What follows belongs to an exercise in optimizing a design on an open flow for a short achievable clock period; a production flow would make more cautious choices.
The RTL was checked by simulation tests, not by an equivalence proof against the original design.
No driver is modelled on the clock port, so clocking that relies on it looks cheaper here than on a real chip.
Power is estimated from default activity; no workload was simulated.

==> flow/design.v, too long to show whole: its modules and the start of the top module <==
// module Basic_ALU: 697 lines
module Basic_ALU (
    clock,
    reset,
    enable,
    aluin1,
    aluin2,
    aluoperation,
    aluopselect,
    aluout
);
  // ...
==> flow/flow/run.sh <==
#!/bin/bash
# Own layout flow: the standard ORFS flow (standard.sh) with a different synthesis step.
#  - flow/gate_synth.tcl present: the design is a hand-mapped gate netlist that
#    flow/gen_gates.py writes to alu_gates.v (same function and register names as rtl/Basic_ALU.v).
set -euo pipefail
here=$(pwd)
args=()
if [ -f flow/gate_synth.tcl ]; then
  python3 flow/gen_gates.py > $here/alu_gates.v
  export MY_GATES=$here/alu_gates.v
  args+=(SYNTH_SCRIPT=$here/flow/gate_synth.tcl)
elif [ -f flow/my_synth.tcl ]; then
  export MY_ABC_SCRIPT=$here/flow/abc.script
  if [ -f flow/keep.txt ]; then export MY_ABC_KEEP="$(cat flow/keep.txt)"; fi
  args+=(SYNTH_SCRIPT=$here/flow/my_synth.tcl ADDER_MAP_FILE=)
fi
if [ -f flow/post_cts.tcl ]; then args+=(POST_CTS_TCL=$here/flow/post_cts.tcl); fi
if [ -f flow/post_grt.tcl ]; then args+=(POST_GLOBAL_ROUTE_TCL=$here/flow/post_grt.tcl); fi
bash standard.sh "${args[@]}" finish > $here/flow_make.log 2>&1 || { tail -50 $here/flow_make.log; exit 1; }
tail -5 $here/flow_make.log
test -f out/final.def
==> flow/flow/abc.script <==
strash
dch -f
map -p
mfs2
strash
dch -f
map -p
topo
buffer -p -c
upsize -c
dnsize -c
stime -c
==> flow/flow/keep.txt <==
inv buf nand2 nand3 nor2 nor3 a21oi o21ai a22oi o22ai xor2 xnor2 mux2i
==> flow/flow/my_synth.tcl <==
# The standard flow's synthesis script (synth_recipe.tcl) with one change: Yosys's abc call uses
# the ABC script named by MY_ABC_SCRIPT, and, when MY_ABC_KEEP lists cell families,
# ABC maps only onto those families (the other combinational cells are dont_use for
# ABC only; the rest of the flow may still use them).
proc synth {args} { yosys synth -nofsm -noshare {*}$args }
proc abc {args} {
  if {[info exists ::env(MY_ABC_SCRIPT)] && $::env(MY_ABC_SCRIPT) ne ""} {
    set i [lsearch -exact $args -script]
    if {$i >= 0} { set args [lreplace $args $i [expr {$i+1}] -script $::env(MY_ABC_SCRIPT)] }
  }
  if {[info exists ::env(MY_ABC_KEEP)] && $::env(MY_ABC_KEEP) ne ""} {
    set keep $::env(MY_ABC_KEEP)
    set f [open [lindex $::env(LIB_FILES) 0] r]
    set text [read $f]
    close $f
    foreach {m name base} [regexp -all -inline {cell\s*\(\s*"?(sky130_fd_sc_hd__([a-z0-9_]+?)_[0-9]+)"?\s*\)} $text] {
      if {[lsearch -exact $keep $base] < 0} { lappend args -dont_use $name }
    }
  }
  puts "MY_ABC: $args"
  yosys abc {*}$args
}
source $::env(SCRIPTS_DIR)/synth.tcl
# left out here: clear keep_hierarchy, flatten, clean up, hide names made inside functions, write 1_2_yosys.v
==> flow/flow/post_cts.tcl <==
# Extra setup repair after CTS (sourced by ORFS's cts.tcl as POST_CTS_TCL):
# a longer repair_timing run, then a greedy sizer that tries every drive strength
# of each cell on the worst path and keeps the one that gives the best worst slack.
log_cmd estimate_parasitics -placement
puts "post_cts: WS before [worst_slack -max]"
set margin [expr {[info exists ::env(SETUP_SLACK_MARGIN)] ? $::env(SETUP_SLACK_MARGIN) : 0}]
log_cmd repair_timing -setup -setup_margin $margin -repair_tns 100 -max_passes 1000 -sequence "sizeup,swap"
puts "post_cts: WS after repair_timing [worst_slack -max]"
estimate_parasitics -placement
puts "post_cts: WS after repair re-estimated [worst_slack -max]"

proc size_family {cell} {
  set name [get_name $cell]
  if {![regexp {^(sky130_fd_sc_hd__[a-z0-9_]+?)_([0-9]+)$} $name -> base sz]} { return {} }
  set res {}
  foreach c [get_lib_cells ${base}_*] {
    set n [get_name $c]
    if {![regexp "^${base}_\[0-9\]+\$" $n]} continue
    set bad 0
    foreach pat $::env(DONT_USE_CELLS) { if {[string match $pat $n]} { set bad 1 } }
    if {!$bad} { lappend res $n }
  }
  return $res
}
proc path_insts {} {
  set pe [lindex [find_timing_paths -path_delay max -group_path_count 1] 0]
  set insts {}
  foreach pin [[$pe path] pins] {
    set pn [get_full_name $pin]
    set k [string last "/" $pn]
    if {$k < 0} continue
    set iname [string range $pn 0 [expr {$k-1}]]
    if {[lsearch -exact $insts $iname] < 0} { lappend insts $iname }
  }
  return $insts
}
set stall 0
for {set it 0} {$it < 80 && $stall < 3} {incr it} {
  set ws_start [worst_slack -max]
  foreach iname [path_insts] {
    set inst [get_cells $iname]
    set cur [get_name [get_lib_cells -of_objects $inst]]
    if {[string match "*__df*" $cur] || [string match "*clkbuf*" $cur]} continue
    set best $cur; set bestws [worst_slack -max]
    foreach c [size_family [get_lib_cells -of_objects $inst]] {
      if {$c eq $cur} continue
      replace_cell $inst $c
      estimate_parasitics -placement
      set ws [worst_slack -max]
      if {$ws > $bestws + 1e-5} { set best $c; set bestws $ws }
    }
    replace_cell $inst $best
    estimate_parasitics -placement
  }
  set ws_end [worst_slack -max]
  if {$ws_end > $ws_start + 1e-4} { set stall 0 } else { incr stall }
}
puts "post_cts: WS after sizer [worst_slack -max]"
estimate_parasitics -placement
puts "post_cts: WS after sizer re-estimated [worst_slack -max]"
set result [catch { detailed_placement } msg]
if { $result != 0 } { error "post_cts: detailed placement failed: $msg" }
check_placement -verbose
log_cmd estimate_parasitics -placement
puts "post_cts: WS after legalization [worst_slack -max]"
==> flow/flow/post_grt.tcl <==
# Extra setup repair after global routing (sourced by ORFS's global_route.tcl as
# POST_GLOBAL_ROUTE_TCL): a longer repair_timing run on global-route parasitics,
# then legalization, incremental re-route of the changed nets and new route guides.
log_cmd estimate_parasitics -global_routing
puts "post_grt: WS before [worst_slack -max]"
set margin [expr {[info exists ::env(SETUP_SLACK_MARGIN)] ? $::env(SETUP_SLACK_MARGIN) : 0}]
log_cmd global_route -start_incremental
log_cmd repair_timing -setup -setup_margin $margin -repair_tns 100 -max_passes 1000 -sequence "sizeup,swap"
log_cmd detailed_placement
log_cmd global_route -end_incremental
log_cmd estimate_parasitics -global_routing
puts "post_grt: WS after [worst_slack -max]"
check_placement -verbose
write_guides $::env(RESULTS_DIR)/route.guide
==> flow/standard.sh <==
#!/bin/bash
# synth_recipe.tcl (not shown) runs the flow's synth.tcl, then flattens the netlist and writes it again
# the make line also repeats each setting of config.mk as NAME=value (left out here)
make -C /OpenROAD-flow-scripts/flow DESIGN_CONFIG=/design/flow/config.mk WORK_HOME=/design/flow/orfs CLKGATE_MAP_FILE= SYNTH_SCRIPT=/design/flow/synth_recipe.tcl "${@:-finish}"
==> flow/config.mk <==
export PLATFORM = sky130hd
export DESIGN_NAME = Basic_ALU
export DESIGN_NICKNAME = Basic_ALU
export VERILOG_FILES = /design/flow/design.v
export SDC_FILE = /design/flow/constraint.sdc
export NUM_CORES = 4
export LEC_CHECK = 0
export CAP_MARGIN = 20
export CORE_MARGIN = 2
export CORE_UTILIZATION = 30
export SETUP_SLACK_MARGIN = 5
export SLEW_MARGIN = 20
==> flow/constraint.sdc <==
create_clock -name core_clock -period 6.0 [get_ports {clock}]
set_input_delay 1.2000 -clock core_clock [delete_from_list [all_inputs] [get_ports {clock}]]
set_output_delay 1.2000 -clock core_clock [all_outputs]
set_load 0.01 [all_outputs]
==> summary.txt, run 1 <==
vias in the first global route=10900; grt met3 use=0.0671; R2R Path Start=aluout[6]; met2 usage=0.515; max_slew headroom=0.615; largest reg by FF count=aluout; status=timing/DRC/antenna clean; Seq cells post-synth=33; Slew Viols, Final=0; final core occ=0.620; Total Wirelength=47.5 mm; crit-path cells=buf_12 > nor2_4 > a21oi_4 > a21oi_2 > inv_2 > a21oi_4 > nand2_4 > nand3_2 > nand3_2 > nand3_2 > nand3_2; Die Ht=161 um; clock-net power=350 uW; final instance area=0.0150 sq mm; initial antenna violation count=0; Static Leakage=6.30 nW; DIE WIDTH=161 um; P_sw=1.02 mW; Avg Synthesized Cell Area=5.17 sq um; Inserted Diodes=0; global-route wire length before repair=64.7 mm; max FFs per register=33; CP Launch Type=input port; initial core utilization=0.304; Vias/cell=6.03; Worst Setup SP=aluin2[12]; Reg area=712 sq um; largest family of logic cells by synthesized area=compound AO/OA/AOI/OAI gates; worst hold-check path type=flip-flop to flip-flop; mux contribution to synthesized area=0.00136; fraction of area in multi-input gates=0.606; Clk pwr share=0.175; crit path kind=input port to flip-flop; Commonest cells post-synth=240 x a21oi_1, 238 x inv_1, 233 x nand2_1, 158 x nand3_1, 135 x nor2_1; TritonCTS clock tree=done; GRT Util Overall=0.331; crit path max fanout=8; RePlAce Congestion=0.991; Post-Synth Adder-Cell Area=0; Top pwr grp=combinational logic; Inverters=262; post-synthesis sequential area ratio=0.0895; max cap viols=0
==> run 2: changes to the inputs <==
--- a/flow/flow/run.sh
+++ b/flow/flow/run.sh
@@ -1,7 +1,7 @@
 #!/bin/bash
 # Own layout flow: the standard ORFS flow (standard.sh) with a different synthesis step.
 #  - flow/gate_synth.tcl present: the design is a hand-mapped gate netlist that
-#    flow/gen_gates.py writes to alu_gates.v (same function and register names as rtl/Basic_ALU.v).
+#    flow/gen_gates.py writes to alu_gates.v ( same function and register names as rtl/Basic_ALU.v).
 set -euo pipefail
 here=$(pwd)
 args=()
@@ -15,7 +15,6 @@
   args+=(SYNTH_SCRIPT=$here/flow/my_synth.tcl ADDER_MAP_FILE=)
 fi
 if [ -f flow/post_cts.tcl ]; then args+=(POST_CTS_TCL=$here/flow/post_cts.tcl); fi
-if [ -f flow/post_grt.tcl ]; then args+=(POST_GLOBAL_ROUTE_TCL=$here/flow/post_grt.tcl); fi
 bash standard.sh "${args[@]}" finish > $here/flow_make.log 2>&1 || { tail -50 $here/flow_make.log; exit 1; }
 tail -5 $here/flow_make.log
 test -f out/final.def
==> flow/flow/gate_synth.tcl (new file) <==
# Synthesis step of this flow: the design is the hand-mapped gate netlist named by
# MY_GATES (flow/alu_gates.v, generated by gen/gen_gates.py). It is read against the
# platform's cells and written out as ORFS's synthesis result, flat, with the
# registers named as the standard synthesis of the RTL names them.
foreach lib $::env(LIB_FILES) { yosys read_liberty -lib $lib }
yosys read_verilog $::env(MY_GATES)
yosys hierarchy -check -top $::env(DESIGN_NAME)
yosys check -assert
yosys stat
# left out here: write 1_2_yosys.v
==> flow/flow/gen_gates.py (new file) <==
#!/usr/bin/env python3
"""Write a hand-mapped sky130hd gate netlist of Basic_ALU (same function as rtl/Basic_ALU.v).

ADD and SUB each get a Kogge-Stone carry tree in alternating-polarity AOI/OAI form
(nand2/nor2 generate-transmit, then o21ai/nor2 and a21oi/nand2 levels). The carry into
each bit drives the select of an inverting mux whose data inputs (the selected result
for carry 0 and carry 1) are ready early; a nand3 per bit merges ADD, SUB and the rest
(logic operations and hold). The 33 registers are named as Yosys names them in the
standard synthesis of the RTL (aluout[i]$_DFF_P_), as sky130_fd_sc_hd__dfxtp_1.

usage: gen_gates.py > alu_gates.v
"""
N = 32
P = "sky130_fd_sc_hd__"


class Net:
    def __init__(self):
        self.lines = []
        self.wires = []
        self.n = 0
        self.inv_cache = {}

    def wire(self, hint):
        self.n += 1
        w = f"n{self.n}_{hint}"
        self.wires.append(w)
        return w

    def cell(self, typ, out_pin, hint, **pins):
        self.n += 1
        o = f"n{self.n}_{hint}"
        self.wires.append(o)
        conns = ", ".join(f".{k}({v})" for k, v in pins.items())
        self.lines.append(f"  {P}{typ}_1 g{self.n} ({conns}, .{out_pin}({o}));")
        return o

    def inv(self, x):
        if x not in self.inv_cache:
            y = self.cell("inv", "Y", "inv", A=x)
            self.inv_cache[x] = y
            self.inv_cache[y] = x
        return self.inv_cache[x]


def main():
    m = Net()
    a = [f"aluin1[{i}]" for i in range(N)]
    b = [f"aluin2[{i}]" for i in range(N)]
    op = [f"aluoperation[{i}]" for i in range(3)]
    q = [f"aluout[{i}]" for i in range(N + 1)]

    # ---- decode (early) ----
    nreset = m.inv("reset")
    nop = [m.inv(o) for o in op]
    en = m.cell("and2", "X", "en", A="enable", B=nreset)          # enable & ~reset
    # one-hot operation selects, already gated by en
    def sel(bits, hint):
        ins = [op[k] if bits[k] else nop[k] for k in range(3)]
        return m.cell("and4", "X", hint, A=en, B=ins[0], C=ins[1], D=ins[2])

    def nsel(bits, hint):
        ins = [op[k] if bits[k] else nop[k] for k in range(3)]
        return m.cell("nand4", "Y", hint, A=en, B=ins[0], C=ins[1], D=ins[2])

    # bits given as (op0, op1, op2)
    nsel_a = nsel((1, 0, 0), "nsela")
    nsel_s = nsel((0, 1, 0), "nsels")
    sel_a = nsel_a and m.cell("and4", "X", "sela", A=en, B=op[0], C=nop[1], D=nop[2])
    sel_s = m.cell("and4", "X", "sels", A=en, B=nop[0], C=op[1], D=nop[2])
    s_not = sel((1, 1, 0), "snot")
    s_and = sel((0, 0, 1), "sand")
    s_or = sel((1, 0, 1), "sor")
    s_xor = sel((0, 1, 1), "sxor")
    # inverted truth table of the selected logic operation, indexed by (a, b):
    # T0 = (0,0), T1 = (0,1), T2 = (1,0), T3 = (1,1); all 0 unless a logic op is selected
    nT0 = m.inv(s_not)
    nT1 = m.cell("nor2", "Y", "nT1", A=s_or, B=s_xor)
    nT2 = m.cell("nor3", "Y", "nT2", A=s_not, B=s_or, C=s_xor)
    nT3 = m.cell("nor2", "Y", "nT3", A=s_and, B=s_or)
    # load = en & op not in {0, 7}; hold = ~reset & ~load
    any1 = m.cell("or3", "X", "any1", A=op[0], B=op[1], C=op[2])
    nall = m.cell("nand3", "Y", "nall", A=op[0], B=op[1], C=op[2])
    load = m.cell("and3", "X", "load", A=en, B=any1, C=nall)
    hold = m.cell("nor2", "Y", "hold", A="reset", B=load)

    # ---- per-bit early signals ----
    px = [m.cell("xor2", "X", f"px{i}", A=a[i], B=b[i]) for i in range(N)]
    pxn = [m.cell("xnor2", "Y", f"pxn{i}", A=a[i], B=b[i]) for i in range(N)]
    bn = [m.inv(b[i]) for i in range(N)]

    # ---- prefix trees ----
    def tree(kind):
        # level-0 nodes in negative polarity: ng = ~g, nt = ~t
        g = [None] * N
        t = [None] * N
        pol = [0] * N  # 0 = negative (signals are ~g/~t), 1 = positive
        done = [False] * N  # node covers [i:0]
        for i in range(N):
            if kind == "a":
                g[i] = m.cell("nand2", "Y", f"ang{i}", A=a[i], B=b[i])     # ~(a&b)
                if i > 0:
                    t[i] = m.cell("nor2", "Y", f"ant{i}", A=a[i], B=b[i])  # ~(a|b)
            else:
                if i == 0:
                    # carry in 1 folded in: g0' = a0 | ~b0 ; ~g0' = ~a0 & b0
                    g[i] = m.cell("nor2", "Y", f"sng{i}", A=a[i], B=bn[i])
                else:
                    g[i] = m.cell("nand2", "Y", f"sng{i}", A=a[i], B=bn[i])  # ~(a&~b)
                    t[i] = m.cell("nor2", "Y", f"snt{i}", A=a[i], B=bn[i])   # ~(a|~b)
        done[0] = True
        d = 1
        lvl = 0
        while d < N:
            lvl += 1
            ng, nt, npol, ndone = list(g), list(t), list(pol), list(done)
            for i in range(d, N):
                j = i - d
                p = pol[i]
                gl = g[j]
                tl = t[j]
                if pol[j] != p:
                    gl = m.inv(gl)
                    if not done[j]:
                        tl = m.inv(tl)
                if p == 0:
                    # inputs negative -> outputs positive
                    ng[i] = m.cell("o21ai", "Y", f"{kind}g{lvl}_{i}", A1=t[i], A2=gl, B1=g[i])
                    if not done[j]:
                        nt[i] = m.cell("nor2", "Y", f"{kind}t{lvl}_{i}", A=t[i], B=tl)
                    else:
                        nt[i] = None
                else:
                    ng[i] = m.cell("a21oi", "Y", f"{kind}g{lvl}_{i}", A1=t[i], A2=gl, B1=g[i])
                    if not done[j]:
                        nt[i] = m.cell("nand2", "Y", f"{kind}t{lvl}_{i}", A=t[i], B=tl)
                    else:
                        nt[i] = None
                npol[i] = 1 - p
                ndone[i] = done[j]
            g, t, pol, done = ng, nt, npol, ndone
            d *= 2
        assert all(done)
        return g, pol

    ga, pa = tree("a")
    gs, ps = tree("s")

    # ---- per-bit result ----
    for i in range(N):
        # ~(selected logic result): two levels of inverting muxes on the truth table
        m0 = m.cell("mux2i", "Y", f"lm0_{i}", A0=nT0, A1=nT1, S=b[i])   # b ? T1 : T0
        m1 = m.cell("mux2i", "Y", f"lm1_{i}", A0=nT2, A1=nT3, S=b[i])   # b ? T3 : T2
        nlog = m.cell("mux2i", "Y", f"nlog{i}", A0=m0, A1=m1, S=a[i])   # ~logic
        nhold = m.cell("nand2", "Y", f"nh{i}", A=hold, B=q[i])
        if i == 0:
            # ADD carry in 0, SUB carry in 1: both give a0 ^ b0
            nta = m.cell("nand2", "Y", f"nta{i}", A=sel_a, B=px[i])
            nts = m.cell("nand2", "Y", f"nts{i}", A=sel_s, B=px[i])
        else:
            # ADD: term = c ? sel_a & ~px : sel_a & px
            xa1 = m.cell("nor2", "Y", f"xa1_{i}", A=nsel_a, B=px[i])
            xa0 = m.cell("nor2", "Y", f"xa0_{i}", A=nsel_a, B=pxn[i])
            c, p = ga[i - 1], pa[i - 1]
            if p == 1:
                nta = m.cell("mux2i", "Y", f"nta{i}", A0=xa0, A1=xa1, S=c)
            else:
                nta = m.cell("mux2i", "Y", f"nta{i}", A0=xa1, A1=xa0, S=c)
            # SUB: term = c ? sel_s & px : sel_s & ~px
            xs1 = m.cell("nor2", "Y", f"xs1_{i}", A=nsel_s, B=pxn[i])
            xs0 = m.cell("nor2", "Y", f"xs0_{i}", A=nsel_s, B=px[i])
            c, p = gs[i - 1], ps[i - 1]
            if p == 1:
                nts = m.cell("mux2i", "Y", f"nts{i}", A0=xs0, A1=xs1, S=c)
            else:
                nts = m.cell("mux2i", "Y", f"nts{i}", A0=xs1, A1=xs0, S=c)
        m.lines.append(f"  {P}nand4_1 d{i} (.A({nta}), .B({nts}), .C({nlog}), .D({nhold}), .Y(nxt{i}));")
        m.wires.append(f"nxt{i}")

    # bit 32: ADD carry out, SUB borrow (= ~carry out)
    c, p = ga[N - 1], pa[N - 1]
    cpos = c if p == 1 else m.inv(c)
    nta = m.cell("nand2", "Y", "nta32", A=sel_a, B=cpos)
    c, p = gs[N - 1], ps[N - 1]
    cneg = c if p == 0 else m.inv(c)
    nts = m.cell("nand2", "Y", "nts32", A=sel_s, B=cneg)
    nother = m.cell("nand2", "Y", "no32", A=hold, B=q[N])
    m.lines.append(f"  {P}nand3_1 d32 (.A({nta}), .B({nts}), .C({nother}), .Y(nxt32));")
    m.wires.append("nxt32")

    for i in range(N + 1):
        m.lines.append(f"  {P}dfxtp_1 \\aluout[{i}]$_DFF_P_  (.CLK(clock), .D(nxt{i}), .Q(aluout[{i}]));")

    # drop cells whose output drives nothing (repeat until stable)
    import re
    while True:
        used = set()
        for ln in m.lines:
            for mm in re.finditer(r"\.(\w+)\(([^()]*)\)", ln):
                pin, net = mm.group(1), mm.group(2)
                if pin not in ("Y", "X", "Q"):
                    used.add(net)
        keep = []
        for ln in m.lines:
            mo = re.search(r"\.(?:Y|X)\((\w+)\)", ln)
            if mo and mo.group(1) not in used and not mo.group(1).startswith("nxt"):
                continue
            keep.append(ln)
        if len(keep) == len(m.lines):
            break
        m.lines = keep
    alive = set()
    for ln in m.lines:
        for mm in re.finditer(r"\((\w+)\)", ln):
            alive.add(mm.group(1))
    m.wires = [w for w in m.wires if w in alive]
    out = []
    out.append("// Generated by gen_gates.py: hand-mapped sky130hd netlist of Basic_ALU.")
    out.append("module Basic_ALU(clock, reset, enable, aluin1, aluin2, aluoperation, aluopselect, aluout);")
    out.append("  input clock;\n  input reset;\n  input enable;\n  input [31:0] aluin1;\n  input [31:0] aluin2;")
    out.append("  input [2:0] aluoperation;\n  input [2:0] aluopselect;\n  output [32:0] aluout;")
    for w in m.wires:
        out.append(f"  wire {w};")
    out += m.lines
    out.append("endmodule")
    print("\n".join(out))


if __name__ == "__main__":
    main()
--- a/flow/config.mk
+++ b/flow/config.mk
@@ -7,6 +7,6 @@
 export LEC_CHECK = 0
 export CAP_MARGIN = 20
 export CORE_MARGIN = 2
-export CORE_UTILIZATION = 30
-export SETUP_SLACK_MARGIN = 5
+export CORE_UTILIZATION = 20
+export SETUP_SLACK_MARGIN = 3.6
 export SLEW_MARGIN = 20
removed: flow/flow/abc.script
removed: flow/flow/keep.txt
removed: flow/flow/my_synth.tcl
removed: flow/flow/post_cts.tcl
removed: flow/flow/post_grt.tcl
==> summary.txt, run 2 <==
status=timing/DRC/antenna clean (unchanged); syn_nets=1171 (was 1500); Crit path top cell by count=nor2_2 (was nand3_2); final setup TNS=0 ns (unchanged); GRT Util Overall=0.194 (was 0.331); FF-to-FF setup slack=5.36 ns (was 5.19 ns); Worst Setup SP=aluin1[16] (was aluin2[12]); most common cell after layout, fill and taps aside=mux2i_1 (was inv_1); routed vias=8970 (was 12100); global-route wire length before repair=50.2 mm (was 64.7 mm); Required @ worst endpoint=6.17 ns (was 6.20 ns); CP max stage cell=o21ai_2 (was a21oi_4); Avg Synthesized Cell Area=5.84 sq um (was 5.17 sq um); num ports=106 (unchanged); final instance area=0.0114 sq mm (was 0.0150 sq mm); met2 wire len=16.8 mm (was 21.1 mm); Final Instance Count excl. Fillers=1684 (was 2000); DIE WIDTH=183 um (was 161 um); CP bufs+invs=1 (was 2); post-route ant nets=0 (unchanged); Die Ht=183 um (was 161 um); crit-path cells=buf_4 > nor2_4 > nor2_2 > nand2_2 > nor2_2 > nand2_1 > o21ai_2 > mux2i_1 > nand4_1 (was buf_12 > nor2_4 > a21oi_4 > a21oi_2 > inv_2 > a21oi_4 > nand2_4 > nand3_2 > nand3_2 > nand3_2 > nand3_2); HPWL Detailed=22.6 mm (was 30.6 mm); Final #Nets=1354 (was 1748); CP Launch Type=input port (unchanged); R2R depth=2 (was 3); Tcrit/Tclk final=0.429 (was 0.402); DRC=0 (unchanged); Final Setup Violations=0 (unchanged); Min Clock Period, post-route=2.57 ns (was 2.41 ns); TritonCTS clock tree=done (unchanged); biggest regs=aluout x33 (unchanged); Slew Viols, Final=0 (unchanged); Setup Skew=0 ns (unchanged); RSZ-0062 raised after global routing=true; Worst setup endpoint=aluout[25] (was aluout[30]); largest stage delay on the critical path=0.29 ns (was 0.24 ns); synth warn=1 (unchanged); Hold Slack=0.459 ns (was 0.478 ns); cell row count=65 (was 57); clk slew on worst S/H paths=0.06 ns (was 0.08 ns); Syn Inst Count=1098 (was 1427); worst hold-check path type=flip-flop to flip-flop (unchanged); Stages on worst setup path=9 (was 11); Vias/cell=5.33 (was 6.03); commonest non-fill, non-tap cells in the layout=157 x mux2i_1, 138 x nand2_1, 136 x nor2_1 (was 165 x inv_1, 132 x nand2_1, 122 x buf_4); endpoint type of the worst setup path=flip-flop (unchanged); max FFs per register=33 (unchanged); Mapped Area=0.00641 sq mm (was 0.00738 sq mm); 1st-iter DRT viols=659 (was 1458); die area=0.0335 sq mm (was 0.0259 sq mm); Static Leakage=4.83 nW (was 6.30 nW); routed len/inst=20.7 um (was 23.8 um); grt ovf=0 (unchanged); R2R Path Start=aluout[7] (was aluout[6]); clock sink count=33 (unchanged); vias in the first global route=9059 (was 10900); final core occ=0.361 (was 0.620); initial core utilization=0.203 (was 0.304); drt first pass iters=5 (was 6); Highest Signal Layer=met4 (unchanged); port buffer count=102 (unchanged); Cells after DPL=1606 (was 1814); P&R area growth vs syn=77.9% (was 104%); crit path DAT=2.75 ns (was 2.61 ns); pwr dens=141 mW/mm^2 (was 133 mW/mm^2); final hold vios=0 (unchanged); crit path max fanout=7 (was 8); RePlAce Congestion=0.973 (was 0.991); Total Wirelength=34.9 mm (was 47.5 mm); worst reg2reg path endpoint=aluout[7] (was aluout[6]); Clock Latency Late Sink=0.30 ns (was 0.31 ns); Inserted Diodes=0 (unchanged); largest reg by FF count=aluout (unchanged); Worst Tran Pin Value=0.516 ns (was 0.575 ns); WL met3=1.91 mm (was 5.12 mm); VDD IR max=0.0000966 V (was 0.000102 V); core footprint=0.0316 sq mm (was 0.0242 sq mm); crit path kind=input port to flip-flop (unchanged); max cap viols=0 (unchanged); layout cells sized above 1=0.449 (was 0.587); cell family with the largest share of critical-path delay=simple AND/OR/NAND/NOR gates (unchanged); met1 wire length=13.9 mm (was 18.5 mm); initial antenna violation count=0 (unchanged); largest net degree at the start of global routing=63 (was 26); Max Freq=0.388 GHz (was 0.415 GHz); max_slew headroom=0.656 (was 0.615); Cell Area, Placed=0.00802 sq mm (was 0.00948 sq mm)
==> run 2: tightest hold or removal path, cell delays in order, from the launching register on <==
cell and delay, ns:
dfxtp_1 0.32, nand2_1 0.05, nand4_1 0.05
==> run 2: layout make-up <==
| class | instances | area, sq um |
|---|---|---|
| flip-flops and latches | 33 | 661 |
| multi-input cells | 1015 | 7940 |
| clock inverters | 1 | 30.0 |
| fillers | 3186 | 20200 |
| clock buffers | 7 | 143 |
| repair buffers | 172 | 1860 |
| inverters | 54 | 268 |
| well taps | 402 | 503 |
==> run 2: how the worst min path moves through the flow <==
stage,start,end,cells after the start
after floorplan,aluout[32],aluout[32],2
after global placement,aluout[25],aluout[25],2
after detailed placement,aluout[10],aluout[10],2
after global routing,aluout[8],aluout[8],2
final,aluout[11],aluout[11],2
==> run 2: metal layers <==
metal,up-vias,track usage
met1,4307,0.229
met5,-,0
met3,121,0.0248
met4,0,0.0963
li1,4178,-
met2,364,0.345
==> run 2: metrics by stage <==
step | setup WS [ns] | power, mW
floorplan | 2.75 | 0.630
global placement | 2.18 | 0.908
detailed placement | 2.12 | 0.913
global route | 3.43 | 1.68
finish | 3.43 | 1.61
==> run 2: power breakdown <==
group / switching, mW / internal [mW]
sequential: 0.0139 / 0.246
clock: 0.124 / 0.208
combinational: 0.620 / 0.393
total: 0.758 / 0.847
==> run 3: changes to the inputs <==
--- a/flow/flow/run.sh
+++ b/flow/flow/run.sh
@@ -1,7 +1,7 @@
 #!/bin/bash
 # Own layout flow: the standard ORFS flow (standard.sh) with a different synthesis step.
 #  - flow/gate_synth.tcl present: the design is a hand-mapped gate netlist that
-#    flow/gen_gates.py writes to alu_gates.v ( same function and register names as rtl/Basic_ALU.v).
+#    flow/gen_gates.py writes to alu_gates.v (same function and register names as rtl/Basic_ALU.v).
 set -euo pipefail
 here=$(pwd)
 args=()
==> flow/flow/gate_synth.tcl (replaced) <==
# Synthesis step of this flow: the design is the hand-mapped gate netlist named by
# MY_GATES (alu_gates.v, written by flow/gen_gates.py). It is read against the
# platform's cells and written out as ORFS's synthesis result, flat, with the
# registers named as the standard synthesis of the RTL names them.
foreach lib $::env(LIB_FILES) { yosys read_liberty -lib $lib }
yosys read_verilog $::env(MY_GATES)
yosys hierarchy -check -top $::env(DESIGN_NAME)
yosys check -assert
yosys stat
# left out here: write 1_2_yosys.v
--- a/flow/flow/gen_gates.py
+++ b/flow/flow/gen_gates.py
@@ -12,6 +12,13 @@
 """
 N = 32
 P = "sky130_fd_sc_hd__"
+# initial drive strengths of the cells on the carry paths (the layout flow resizes them)
+import os
+SIZES = {"a21oi": 1, "o21ai": 1, "nand2": 1, "nor2": 1, "a22oi": 1, "o22ai": 1,
+         "mux2i": 1, "nand4": 1, "nand3": 1, "inv": 1}
+LOGIC_STYLE = os.environ.get("LOGIC_STYLE", "aoi")
+if os.environ.get("GATE_SIZES"):
+    SIZES.update({k: int(v) for k, v in (kv.split("=") for kv in os.environ["GATE_SIZES"].split(","))})
 
 
 class Net:
@@ -27,17 +34,18 @@
         self.wires.append(w)
         return w
 
-    def cell(self, typ, out_pin, hint, **pins):
+    def cell(self, typ, out_pin, hint, crit=False, **pins):
         self.n += 1
         o = f"n{self.n}_{hint}"
         self.wires.append(o)
         conns = ", ".join(f".{k}({v})" for k, v in pins.items())
-        self.lines.append(f"  {P}{typ}_1 g{self.n} ({conns}, .{out_pin}({o}));")
+        size = SIZES.get(typ, 1) if crit else 1
+        self.lines.append(f"  {P}{typ}_{size} g{self.n} ({conns}, .{out_pin}({o}));")
         return o
 
     def inv(self, x):
         if x not in self.inv_cache:
-            y = self.cell("inv", "Y", "inv", A=x)
+            y = self.cell("inv", "Y", "inv", crit=True, A=x)
             self.inv_cache[x] = y
             self.inv_cache[y] = x
         return self.inv_cache[x]
@@ -125,15 +133,15 @@
                         tl = m.inv(tl)
                 if p == 0:
                     # inputs negative -> outputs positive
-                    ng[i] = m.cell("o21ai", "Y", f"{kind}g{lvl}_{i}", A1=t[i], A2=gl, B1=g[i])
+                    ng[i] = m.cell("o21ai", "Y", f"{kind}g{lvl}_{i}", crit=True, A1=t[i], A2=gl, B1=g[i])
                     if not done[j]:
-                        nt[i] = m.cell("nor2", "Y", f"{kind}t{lvl}_{i}", A=t[i], B=tl)
+                        nt[i] = m.cell("nor2", "Y", f"{kind}t{lvl}_{i}", crit=True, A=t[i], B=tl)
                     else:
                         nt[i] = None
                 else:
-                    ng[i] = m.cell("a21oi", "Y", f"{kind}g{lvl}_{i}", A1=t[i], A2=gl, B1=g[i])
+                    ng[i] = m.cell("a21oi", "Y", f"{kind}g{lvl}_{i}", crit=True, A1=t[i], A2=gl, B1=g[i])
                     if not done[j]:
-                        nt[i] = m.cell("nand2", "Y", f"{kind}t{lvl}_{i}", A=t[i], B=tl)
+                        nt[i] = m.cell("nand2", "Y", f"{kind}t{lvl}_{i}", crit=True, A=t[i], B=tl)
                     else:
                         nt[i] = None
                 npol[i] = 1 - p
@@ -149,10 +157,19 @@
     # ---- per-bit result ----
     for i in range(N):
         # ~(selected logic result): two levels of inverting muxes on the truth table
-        m0 = m.cell("mux2i", "Y", f"lm0_{i}", A0=nT0, A1=nT1, S=b[i])   # b ? T1 : T0
-        m1 = m.cell("mux2i", "Y", f"lm1_{i}", A0=nT2, A1=nT3, S=b[i])   # b ? T3 : T2
-        nlog = m.cell("mux2i", "Y", f"nlog{i}", A0=m0, A1=m1, S=a[i])   # ~logic
-        nhold = m.cell("nand2", "Y", f"nh{i}", A=hold, B=q[i])
+        if LOGIC_STYLE == "tt":
+            m0 = m.cell("mux2i", "Y", f"lm0_{i}", A0=nT0, A1=nT1, S=b[i])   # b ? T1 : T0
+            m1 = m.cell("mux2i", "Y", f"lm1_{i}", A0=nT2, A1=nT3, S=b[i])   # b ? T3 : T2
+            nlog = m.cell("mux2i", "Y", f"nlog{i}", A0=m0, A1=m1, S=a[i])   # ~logic
+            nhold = m.cell("nand2", "Y", f"nh{i}", A=hold, B=q[i])
+        else:
+            # ~(selected logic result | hold & q) in and-or-invert form
+            ab = m.cell("and2", "X", f"ab{i}", A=a[i], B=b[i])
+            aob = m.cell("or2", "X", f"aob{i}", A=a[i], B=b[i])
+            l1 = m.cell("a22oi", "Y", f"l1_{i}", A1=s_not, A2=bn[i], B1=s_and, B2=ab)
+            l2 = m.cell("a22oi", "Y", f"l2_{i}", A1=s_or, A2=aob, B1=s_xor, B2=px[i])
+            lg = m.cell("nand2", "Y", f"lg{i}", A=l1, B=l2)
+            nother = m.cell("a21oi", "Y", f"no{i}", A1=hold, A2=q[i], B1=lg)
         if i == 0:
             # ADD carry in 0, SUB carry in 1: both give a0 ^ b0
             nta = m.cell("nand2", "Y", f"nta{i}", A=sel_a, B=px[i])
@@ -163,18 +180,21 @@
             xa0 = m.cell("nor2", "Y", f"xa0_{i}", A=nsel_a, B=pxn[i])
             c, p = ga[i - 1], pa[i - 1]
             if p == 1:
-                nta = m.cell("mux2i", "Y", f"nta{i}", A0=xa0, A1=xa1, S=c)
+                nta = m.cell("mux2i", "Y", f"nta{i}", crit=True, A0=xa0, A1=xa1, S=c)
             else:
-                nta = m.cell("mux2i", "Y", f"nta{i}", A0=xa1, A1=xa0, S=c)
+                nta = m.cell("mux2i", "Y", f"nta{i}", crit=True, A0=xa1, A1=xa0, S=c)
             # SUB: term = c ? sel_s & px : sel_s & ~px
             xs1 = m.cell("nor2", "Y", f"xs1_{i}", A=nsel_s, B=pxn[i])
             xs0 = m.cell("nor2", "Y", f"xs0_{i}", A=nsel_s, B=px[i])
             c, p = gs[i - 1], ps[i - 1]
             if p == 1:
-                nts = m.cell("mux2i", "Y", f"nts{i}", A0=xs0, A1=xs1, S=c)
+                nts = m.cell("mux2i", "Y", f"nts{i}", crit=True, A0=xs0, A1=xs1, S=c)
             else:
-                nts = m.cell("mux2i", "Y", f"nts{i}", A0=xs1, A1=xs0, S=c)
-        m.lines.append(f"  {P}nand4_1 d{i} (.A({nta}), .B({nts}), .C({nlog}), .D({nhold}), .Y(nxt{i}));")
+                nts = m.cell("mux2i", "Y", f"nts{i}", crit=True, A0=xs1, A1=xs0, S=c)
+        if LOGIC_STYLE == "tt":
+            m.lines.append(f"  {P}nand4_{SIZES['nand4']} d{i} (.A({nta}), .B({nts}), .C({nlog}), .D({nhold}), .Y(nxt{i}));")
+        else:
+            m.lines.append(f"  {P}nand3_{SIZES['nand3']} d{i} (.A({nta}), .B({nts}), .C({nother}), .Y(nxt{i}));")
         m.wires.append(f"nxt{i}")
 
     # bit 32: ADD carry out, SUB borrow (= ~carry out)
@@ -185,7 +205,7 @@
     cneg = c if p == 0 else m.inv(c)
     nts = m.cell("nand2", "Y", "nts32", A=sel_s, B=cneg)
     nother = m.cell("nand2", "Y", "no32", A=hold, B=q[N])
-    m.lines.append(f"  {P}nand3_1 d32 (.A({nta}), .B({nts}), .C({nother}), .Y(nxt32));")
+    m.lines.append(f"  {P}nand3_{SIZES['nand3']} d32 (.A({nta}), .B({nts}), .C({nother}), .Y(nxt32));")
     m.wires.append("nxt32")
 
     for i in range(N + 1):
==> summary.txt, run 3 <==
Hold Slack=0.480 ns (was 0.459 ns); Tcrit/Tclk final=0.417 (was 0.429); Cell Area, Placed=0.00801 sq mm (was 0.00802 sq mm); RePlAce Congestion=0.941 (was 0.973); post-route ant nets=0 (unchanged); grt ovf=0 (unchanged); Clk pwr share=0.210 (was 0.207); initial antenna violation count=0 (unchanged); pwr dens=141 mW/mm^2 (about the same); biggest regs=aluout x33 (unchanged); layout cells sized above 1=0.428 (was 0.449); fin worst setup slack=3.50 ns (was 3.43 ns); CP Launch Type=input port (unchanged); Die Ht=183 um (about the same); Final Setup Violations=0 (unchanged); vias in the first global route=9233 (was 9059); Int Pwr=827 uW (was 847 uW); synth warn=1 (unchanged); Syn Inst Count=1158 (was 1098); largest net degree at the start of global routing=63 (unchanged); final core occ=0.357 (was 0.361); global-route wire length before repair=53.2 mm (was 50.2 mm); die area=0.0336 sq mm (was 0.0335 sq mm); final setup TNS=0 ns (unchanged); routed vias=9469 (was 8970); DIE WIDTH=183 um (about the same); status=timing/DRC/antenna clean (unchanged); crit path DAT=2.69 ns (was 2.75 ns); worst hold stages=2 (unchanged); cell row count=65 (unchanged); crit path max fanout=8 (was 7); dpl ws=2.11 ns (was 2.12 ns); sequential share of power=0.163 (was 0.162); Setup Skew=0 ns (unchanged); most common cell after layout, fill and taps aside=nand2_1 (was mux2i_1); Cells after DPL=1664 (was 1606); combinational share of power=0.627 (was 0.631); initial core utilization=0.203 (about the same); P&R area growth vs syn=75.7% (was 77.9%); max_slew headroom=0.763 (was 0.656); DRC=0 (unchanged); RSZ-0062 raised after global routing=true (unchanged); largest reg by FF count=aluout (unchanged); core footprint=0.0316 sq mm (about the same); drt first pass iters=5 (unchanged); Worst Tran Pin Value=0.355 ns (was 0.516 ns); GRT Util Overall=0.209 (was 0.194); final hold vios=0 (unchanged); Inserted Diodes=0 (unchanged); Avg Synthesized Cell Area=5.56 sq um (was 5.84 sq um); P_sw=766 uW (was 758 uW); Mapped Area=0.00643 sq mm (was 0.00641 sq mm); HPWL Detailed=23.9 mm (was 22.6 mm); Min Clock Period, post-route=2.50 ns (was 2.57 ns); TritonCTS clock tree=done (unchanged); Vias/cell=5.41 (was 5.33); crit path kind=input port to flip-flop (unchanged); 1st-iter DRT viols=836 (was 659); Clock Latency Late Sink=0.31 ns (was 0.30 ns); Static Leakage=4.60 nW (was 4.83 nW); final instance area=0.0113 sq mm (was 0.0114 sq mm); VDD IR max=0.000135 V (was 0.0000966 V); endpoint type of the worst setup path=flip-flop (unchanged); Required @ worst endpoint=6.19 ns (was 6.17 ns); max FFs per register=33 (unchanged); routed len/inst=21.3 um (was 20.7 um); total power=1.59 mW (was 1.61 mW); R2R depth=2 (unchanged); max cap viols=0 (unchanged); Final Instance Count excl. Fillers=1749 (was 1684); syn_nets=1231 (was 1171); num ports=106 (unchanged); fillers=3235 (was 3186); commonest non-fill, non-tap cells in the layout=140 x nand2_1, 139 x nor2_1, 109 x nor2_4 (was 157 x mux2i_1, 138 x nand2_1, 136 x nor2_1); Total Wirelength=37.2 mm (was 34.9 mm); switch share=0.481 (was 0.472); Max Freq=0.399 GHz (was 0.388 GHz); port buffer count=102 (unchanged); Slew Viols, Final=0 (unchanged); worst hold-check path type=flip-flop to flip-flop (unchanged); clock sink count=33 (unchanged); Final #Nets=1419 (was 1354); clk slew on worst S/H paths=0.06 ns (about the same)
==> run 3: cell count changes in the layout (fill, tap and decap cells not counted), sizes merged, moves of 10 or more <==
| cell | change |
|---|---|
| mux2i | -96 |
| a22oi | +64 |
| or2 | +32 |
| dlygate4sd2 | +10 |
| nand3 | +32 |
| nand4 | -32 |
| a21oi | +32 |
| and2 | +32 |
==> run 3: path summary, 6_finish.rpt <==
path / from / to / slack (ns)
min reg2reg: aluout[0] / aluout[0] / 0.48
max reg2reg: aluout[10] / aluout[10] / 5.28
max: aluin1[5] / aluout[29] / 3.50
min: aluout[0] / aluout[0] / 0.48
==> run 3: routing by layer <==
layer  part of all wire  routed length [um]  global-route usage
met3              0.069                2570              0.0385
met1               0.41               15100               0.251
met2               0.46               17200               0.356
met5                  0                   0                   0
met4              0.064                2370               0.106
==> run 3: power groups by stage <==
stage,registers (mW),logic (mW),clock network (mW)
global route,0.263,1.05,0.354
detailed placement,0.265,0.645,0
floorplan,0.273,0.358,0
finish,0.259,0.999,0.335
global placement,0.265,0.646,0
==> run 3: worst max-delay path, stage by stage <==
cell and delay (ns):
buf_4 0.18, nand2_1 0.13, o21ai_2 0.23, a21oi_2 0.13
o21ai_2 0.23, a21oi_4 0.07, o21ai_4 0.22, mux2i_1 0.21
nand3_1 0.08
==> run 3: final cells by class <==
cell class / count / area [sq um] / area share
clock buffers: 7 / 143 / 0.0126
clock inverters: 1 / 30.0 / 0.00266
inverters: 53 / 265 / 0.0235
multi-input cells: 1079 / 7960 / 0.704
flip-flops and latches: 33 / 661 / 0.0584
well taps: 402 / 503 / 0.0445
repair buffers: 174 / 1750 / 0.155

-- afterwards: timing with drivers on the ports --
The results above use ideal ports. As a check the final layouts listed here were re-extracted and re-timed, cells and wires unchanged.
Step 1 assumes that a clkbuf_16 drives the clock port and a buf_2 every other input.
Step 2 moves the port delays by t, midway between the first and last clock arrival at a register: inputs arrive t later, outputs are due t later. That takes back most of the time a late clock gives input paths.
Three values: no drivers, after step 1, after step 2; two values: the first two.
| run | t, ns | setup WS [ns] | worst slew at a driven data input, ns |
|---|---|---|---|
| run 1 | 0.356 | 3.588 / 3.580 / 3.224 | 0.15 |
| run 2 | 0.344 | 3.426 / 3.449 / 3.105 | 0.10 |
| run 3 | 0.355 | 3.497 / 3.501 / 3.145 | 0.09 |
After both steps every run listed still meets setup and hold. For run 1, which loses most, drivers alone change the setup slack by -0.008 ns; drivers and shift together by -0.364 ns.
